Context: an optimization exercise on an open-source flow, tuned for small area, a short achievable clock period and few clock cycles per item. The choices shown serve that exercise and are no tape-out recipe.
Function was checked by simulation only, so behaviour that the tests miss may differ from the original.
Power and IR drop assume default switching activity.

==> run P: inputs <==
## lz77_decomp_stream
module lz77_decomp_stream (
    input  logic        clk,
    input  logic        rst_n,
    input  logic [19:0] s_axis_tdata,
    input  logic        s_axis_tvalid,
    output logic        s_axis_tready,
    input  logic        s_axis_tlast,
    output logic [7:0]  m_axis_tdata,
    output logic        m_axis_tvalid,
    input  logic        m_axis_tready,
    output logic        m_axis_tlast
);
==> module lz77_decomp_core, before the edit <==
module lz77_decomp_core (
    input  logic        clk,
    input  logic        rst_n,
    input  logic        tok_valid,
    input  logic [7:0]  tok_dist,
    input  logic [3:0]  tok_len,
    input  logic [7:0]  tok_lit,
    input  logic        tok_last,
    output logic        tok_pop,
    input  logic        out_room,      
    output logic        out_push,
    output logic [7:0]  out_byte,
    output logic        out_last
);
    localparam int GBITS = 5;                  
    localparam int NGRP  = 256 >> GBITS;
    logic [7:0] hist [0:255];
    logic       c1_v, c1_copy, c1_last, c1_d1;
    logic [7:0] c1_lit;
    logic [7:0] sel;
    logic [3:0] k;                             
    logic       c2_v, c2_copy, c2_last, c2_byp;
    logic [7:0] c2_lit;
    logic [7-GBITS:0] c2_hi;
    logic [7:0] part [0:NGRP-1];
    logic shift, f2, f1;
    assign shift = c2_v && out_room;           
    assign f2    = !c2_v || out_room;          
    assign f1    = !c1_v || f2;                
    logic c2v_next;
    assign c2v_next = f2 ? c1_v : c2_v;
    logic n_copy;
    assign n_copy  = (k < tok_len);
    assign tok_pop = f1 && tok_valid && !n_copy;
    always_ff @(posedge clk) begin
        if (!rst_n) begin
            c1_v <= 1'b0;
            c2_v <= 1'b0;
            k    <= '0;
        end else begin
            if (f1) begin
                c1_v <= tok_valid;
                if (tok_valid) begin
                    if (n_copy) k <= k + 1'b1;
                    else        k <= '0;
                end
            end
            if (f2) c2_v <= c1_v;
        end
    end
    always_ff @(posedge clk) begin
        if (f1) begin
            c1_copy <= n_copy;
            c1_last <= tok_last && !n_copy;
            c1_lit  <= tok_lit;
            c1_d1   <= (tok_dist == 8'd1);
            sel     <= tok_dist - 8'd1 - {7'd0, c2v_next};
        end
        if (f2) begin
            c2_copy <= c1_copy;
            c2_last <= c1_last;
            c2_lit  <= c1_lit;
            c2_byp  <= c1_d1 && c2_v;
            c2_hi   <= sel[7:GBITS];
            for (int g = 0; g < NGRP; g++)
                part[g] <= hist[(g << GBITS) + sel[GBITS-1:0]];
        end
    end
    logic [7:0] nbyte;
    always_comb begin
        if (!c2_copy)    nbyte = c2_lit;
        else if (c2_byp) nbyte = hist[0];
        else             nbyte = part[c2_hi];
    end
    always_ff @(posedge clk) begin
        if (shift) begin
            hist[0] <= nbyte;
            for (int i = 1; i < 256; i++) hist[i] <= hist[i-1];
        end
    end
    assign out_push = shift;
    assign out_byte = nbyte;
    assign out_last = c2_last;
endmodule
==> module lz77_decomp_stream, before the edit <==
module lz77_decomp_stream (
    input  logic        clk,
    input  logic        rst_n,
    input  logic [19:0] s_axis_tdata,
    input  logic        s_axis_tvalid,
    output logic        s_axis_tready,
    input  logic        s_axis_tlast,
    output logic [7:0]  m_axis_tdata,
    output logic        m_axis_tvalid,
    input  logic        m_axis_tready,
    output logic        m_axis_tlast
);
    logic [20:0] q [0:1];
    logic        wp, rp;
    logic [1:0]  qcount;
    logic        in_rdy;
    assign s_axis_tready = in_rdy;
    logic push_tok, pop_tok;
    assign push_tok = s_axis_tvalid && in_rdy;
    logic [1:0] qcount_next;
    always_comb begin
        qcount_next = qcount + {1'b0, push_tok} - {1'b0, pop_tok};
    end
    always_ff @(posedge clk) begin
        if (!rst_n) begin
            wp     <= 1'b0;
            rp     <= 1'b0;
            qcount <= '0;
            in_rdy <= 1'b0;
        end else begin
            if (push_tok) wp <= !wp;
            if (pop_tok)  rp <= !rp;
            qcount <= qcount_next;
            in_rdy <= (qcount_next != 2'd2);
        end
    end
    always_ff @(posedge clk) begin
        if (in_rdy && !wp) q[0] <= {s_axis_tlast, s_axis_tdata};
        if (in_rdy &&  wp) q[1] <= {s_axis_tlast, s_axis_tdata};
    end
    logic [20:0] head;
    assign head = q[rp];
    logic       out_room, out_push, out_last;
    logic [7:0] out_byte;
    lz77_decomp_core u_core (
        .clk       (clk),
        .rst_n     (rst_n),
        .tok_valid (qcount != 2'd0),
        .tok_dist  (head[19:12]),
        .tok_len   (head[11:8]),
        .tok_lit   (head[7:0]),
        .tok_last  (head[20]),
        .tok_pop   (pop_tok),
        .out_room  (out_room),
        .out_push  (out_push),
        .out_byte  (out_byte),
        .out_last  (out_last)
    );
    logic       o_v, s_v;
    logic [8:0] o_d, s_d;
    assign out_room      = !s_v;
    assign m_axis_tvalid = o_v;
    assign m_axis_tdata  = o_d[7:0];
    assign m_axis_tlast  = o_d[8];
    logic pop;
    assign pop = o_v && m_axis_tready;
    always_ff @(posedge clk) begin
        if (!rst_n) begin
            o_v <= 1'b0;
            s_v <= 1'b0;
        end else begin
            if (!o_v || pop) begin
                o_v <= s_v || out_push;
                s_v <= s_v && out_push;
            end else begin
                s_v <= s_v || out_push;
            end
        end
    end
    always_ff @(posedge clk) begin
        if (!o_v || pop) begin
            if (s_v) o_d <= s_d;
            else     o_d <= {out_last, out_byte};
        end
        if (out_push && (s_v || (o_v && !pop))) s_d <= {out_last, out_byte};
    end
endmodule
clock: 7.0 ns
lec_check: 0
cap_margin: 20
core_margin: 2
core_utilization: 40
slew_margin: 20
run.sh (not shown) runs the stock make flow with config.mk's settings and CLKGATE_MAP_FILE= SYNTH_SCRIPT=/design/flow/synth_recipe.tcl, a recipe that flattens the netlist after the stock synthesis.
==> run F: changes against run P <==
==> flow/design.v (replaced) <==
`timescale 1ns / 1ps
module lz77_decomp_core (
    input  logic        clk,
    input  logic        rst_n,
    input  logic        tok_valid,
    input  logic [7:0]  tok_dist,
    input  logic [3:0]  tok_len,
    input  logic [7:0]  tok_lit,
    input  logic        tok_last,
    output logic        tok_pop,
    input  logic        out_room,      
    output logic        out_push,
    output logic [7:0]  out_byte,
    output logic        out_last
);
    localparam int GBITS = 5;                  
    localparam int GSIZE = 1 << GBITS;
    localparam int NGRP  = 256 >> GBITS;
    localparam int SEG = 16;
    logic [7:0] hist [0:255];
    logic [3:0]             rot;       
    logic                   started;   
    logic                   ok;
    assign ok = (rot == '0);
    logic             c1_v, c1_copy, c1_last, c1_d1;
    logic [7:0]       c1_lit;
    logic [GSIZE-1:0] lo_oh;                   
    logic [7-GBITS:0] c1_hi;                   
    logic [3:0]       k;                       
    logic             c2_v, c2_last;
    logic [NGRP-1:0]  c2_gsel;                 
    logic             c2_psel;                 
    logic             c2_lsel;                 
    logic [7:0]       c2_lit;
    logic [7:0]       part [0:NGRP-1];
    logic shift, f2, f1;
    assign shift = c2_v && out_room && ok;     
    assign f2    = ok && (!c2_v || out_room);  
    assign f1    = !c1_v || f2;                
    logic c2v_next;
    assign c2v_next = f2 ? c1_v : c2_v;
    logic n_copy;
    assign n_copy  = (k != tok_len);
    assign tok_pop = f1 && tok_valid && !n_copy;
    logic [7:0] sel_n;
    assign sel_n = tok_dist - 8'd1 - {7'd0, c2v_next};
    always_ff @(posedge clk) begin
        if (!rst_n) begin
            c1_v    <= 1'b0;
            c2_v    <= 1'b0;
            k       <= '0;
            rot     <= '0;
            started <= 1'b0;
        end else begin
            if (shift)        started <= 1'b1;
            if (!shift && started) rot <= rot + 1'b1;
            if (f1) begin
                c1_v <= tok_valid;
                if (tok_valid) begin
                    if (n_copy) k <= k + 1'b1;
                    else        k <= '0;
                end
            end
            if (f2) c2_v <= c1_v;
        end
    end
    always_ff @(posedge clk) begin
        if (f1) begin
            c1_copy <= n_copy;
            c1_last <= tok_last && !n_copy;
            c1_lit  <= tok_lit;
            c1_d1   <= (tok_dist == 8'd1);
            c1_hi   <= sel_n[7:GBITS];
            for (int j = 0; j < GSIZE; j++)
                lo_oh[j] <= (sel_n[GBITS-1:0] == j);
        end
        if (f2) begin
            c2_last <= c1_last;
            c2_lit  <= c1_lit;
            c2_lsel <= !c1_copy;
            c2_psel <= c1_copy && c1_d1 && c2_v;
            for (int g = 0; g < NGRP; g++)
                c2_gsel[g] <= c1_copy && !(c1_d1 && c2_v) && (c1_hi == g);
            for (int g = 0; g < NGRP; g++) begin
                logic [7:0] acc;
                acc = '0;
                for (int j = 0; j < GSIZE; j++)
                    acc = acc | (hist[g * GSIZE + j] & {8{lo_oh[j]}});
                part[g] <= acc;
            end
        end
    end
    logic [7:0] nbyte;
    always_comb begin
        nbyte = (c2_lit & {8{c2_lsel}}) | (hist[0] & {8{c2_psel}});
        for (int g = 0; g < NGRP; g++)
            nbyte = nbyte | (part[g] & {8{c2_gsel[g]}});
    end
    always_ff @(posedge clk) begin
        for (int i = 0; i < 256; i++) begin
            if (i % SEG != 0)  hist[i] <= hist[i-1];
            else if (!shift)   hist[i] <= hist[i+SEG-1];
            else if (i == 0)   hist[i] <= nbyte;
            else               hist[i] <= hist[i-1];
        end
    end
    assign out_push = shift;
    assign out_byte = nbyte;
    assign out_last = c2_last;
endmodule
`timescale 1ns/1ps
module lz77_decomp_stream (
    input  logic        clk,
    input  logic        rst_n,
    input  logic [19:0] s_axis_tdata,
    input  logic        s_axis_tvalid,
    output logic        s_axis_tready,
    input  logic        s_axis_tlast,
    output logic [7:0]  m_axis_tdata,
    output logic        m_axis_tvalid,
    input  logic        m_axis_tready,
    output logic        m_axis_tlast
);
    logic [20:0] h_d, s_d;
    logic        h_v, s_v;
    assign s_axis_tready = !s_v;
    logic acc, pop_tok;
    assign acc = s_axis_tvalid && !s_v;
    always_ff @(posedge clk) begin
        if (!rst_n) begin
            h_v <= 1'b0;
            s_v <= 1'b0;
        end else begin
            if (pop_tok || !h_v) begin
                h_v <= s_v || acc;
                s_v <= 1'b0;
            end else begin
                s_v <= s_v || acc;
            end
        end
    end
    always_ff @(posedge clk) begin
        if (pop_tok || !h_v) h_d <= s_v ? s_d : {s_axis_tlast, s_axis_tdata};
        if (!s_v)            s_d <= {s_axis_tlast, s_axis_tdata};
    end
    logic       out_room, out_push, out_last;
    logic [7:0] out_byte;
    lz77_decomp_core u_core (
        .clk       (clk),
        .rst_n     (rst_n),
        .tok_valid (h_v),
        .tok_dist  (h_d[19:12]),
        .tok_len   (h_d[11:8]),
        .tok_lit   (h_d[7:0]),
        .tok_last  (h_d[20]),
        .tok_pop   (pop_tok),
        .out_room  (out_room),
        .out_push  (out_push),
        .out_byte  (out_byte),
        .out_last  (out_last)
    );
    logic       o_v, k_v;
    logic [8:0] o_d, k_d;
    assign out_room      = !k_v;
    assign m_axis_tvalid = o_v;
    assign m_axis_tdata  = o_d[7:0];
    assign m_axis_tlast  = o_d[8];
    logic pop;
    assign pop = o_v && m_axis_tready;
    always_ff @(posedge clk) begin
        if (!rst_n) begin
            o_v <= 1'b0;
            k_v <= 1'b0;
        end else begin
            if (!o_v || pop) begin
                o_v <= k_v || out_push;
                k_v <= 1'b0;
            end else begin
                k_v <= k_v || out_push;
            end
        end
    end
    always_ff @(posedge clk) begin
        if (!o_v || pop) o_d <= k_v ? k_d : {out_last, out_byte};
        if (!k_v)        k_d <= {out_last, out_byte};
    end
endmodule
- CTS_CLUSTER_DIAMETER: default -> 100
- CTS_CLUSTER_SIZE: default -> 24
- SETUP_SLACK_MARGIN: default -> 4.4
==> run notes <==
Against run P, the final cell count of run F is lower by about 15%. In run P the sequential share of layout area is higher than in run F, by 1.8 points. Between run P and run F, the lower die area is in run F (gap 34%, measured against run F). Of run P and run F, run P has the higher synthesized cell count (gap 6.7%, measured against run F). In run P the non-clock buffer count is higher than in run F, by 13. Of run F and run P, run P has the higher combinational power (gap 82%, measured against run P).
==> figures <==
Crit path kind: run P flop to flop; run F flop to output pin
Critical path depth: run P 8; run F 1
Setup slack of the worst register-to-register path: run P 2.86 ns; run F 4.36 ns
Compound-gate portion of the synthesized area: run P 8.68%; run F 13.4%
Simple-Gate Fraction of Synth Area: run P 7.12%; run F 4.37%
Multiplexer share of the synthesized area: run P 0.548%; run F 2.94%
Sequential Power Share: run P 48.6%; run F 63.1%
Clock network fraction of design power: run P 33.8%; run F 31.8%
Wire length on met3: run P 31.5 mm; run F 13.6 mm
Outcome: run P finished clean; run F finished clean
FF+latch count: run P 2218; run F 2252
Post-layout net count: run P 4560; run F 4207
CTS Buf Count: run P 216; run F 103
Non-clock inverter total of the final layout: run P 13; run F 10
Testbench counts of run P, summed over its fixed seeds: cycles 77,538, bytes 77,498.
Testbench counts of run F, summed over its fixed seeds: cycles 77,530, bytes 77,498.

-- separate check: timing with driven ports --
Ports are ideal in the flow. The routed layouts listed here were re-timed in OpenROAD. Step 1 assumes that a clkbuf_16 drives the clock port and a buf_2 every other input. Step 2 adds t to the input delays and takes it off the output delays; t is the mean of the earliest and latest rising clock arrival at the registers after step 1. Input paths then give back, and output paths get back, about the clock's delay inside the block. Three values: ideal, step 1, step 2; two values: the first two.
run	t (ns)	setup slack, ns	worst slew at a driven data input, ns	pins driven straight from the clock port
run P	0.933	2.855 / 2.855 / 2.855	0.05	1
run F	0.816	4.313 / 4.237 / 3.911	0.04	1
After both steps setup and hold are still met in every run listed. For run F, which loses most, drivers alone change the setup slack by -0.076 ns; drivers and shift together by -0.402 ns.
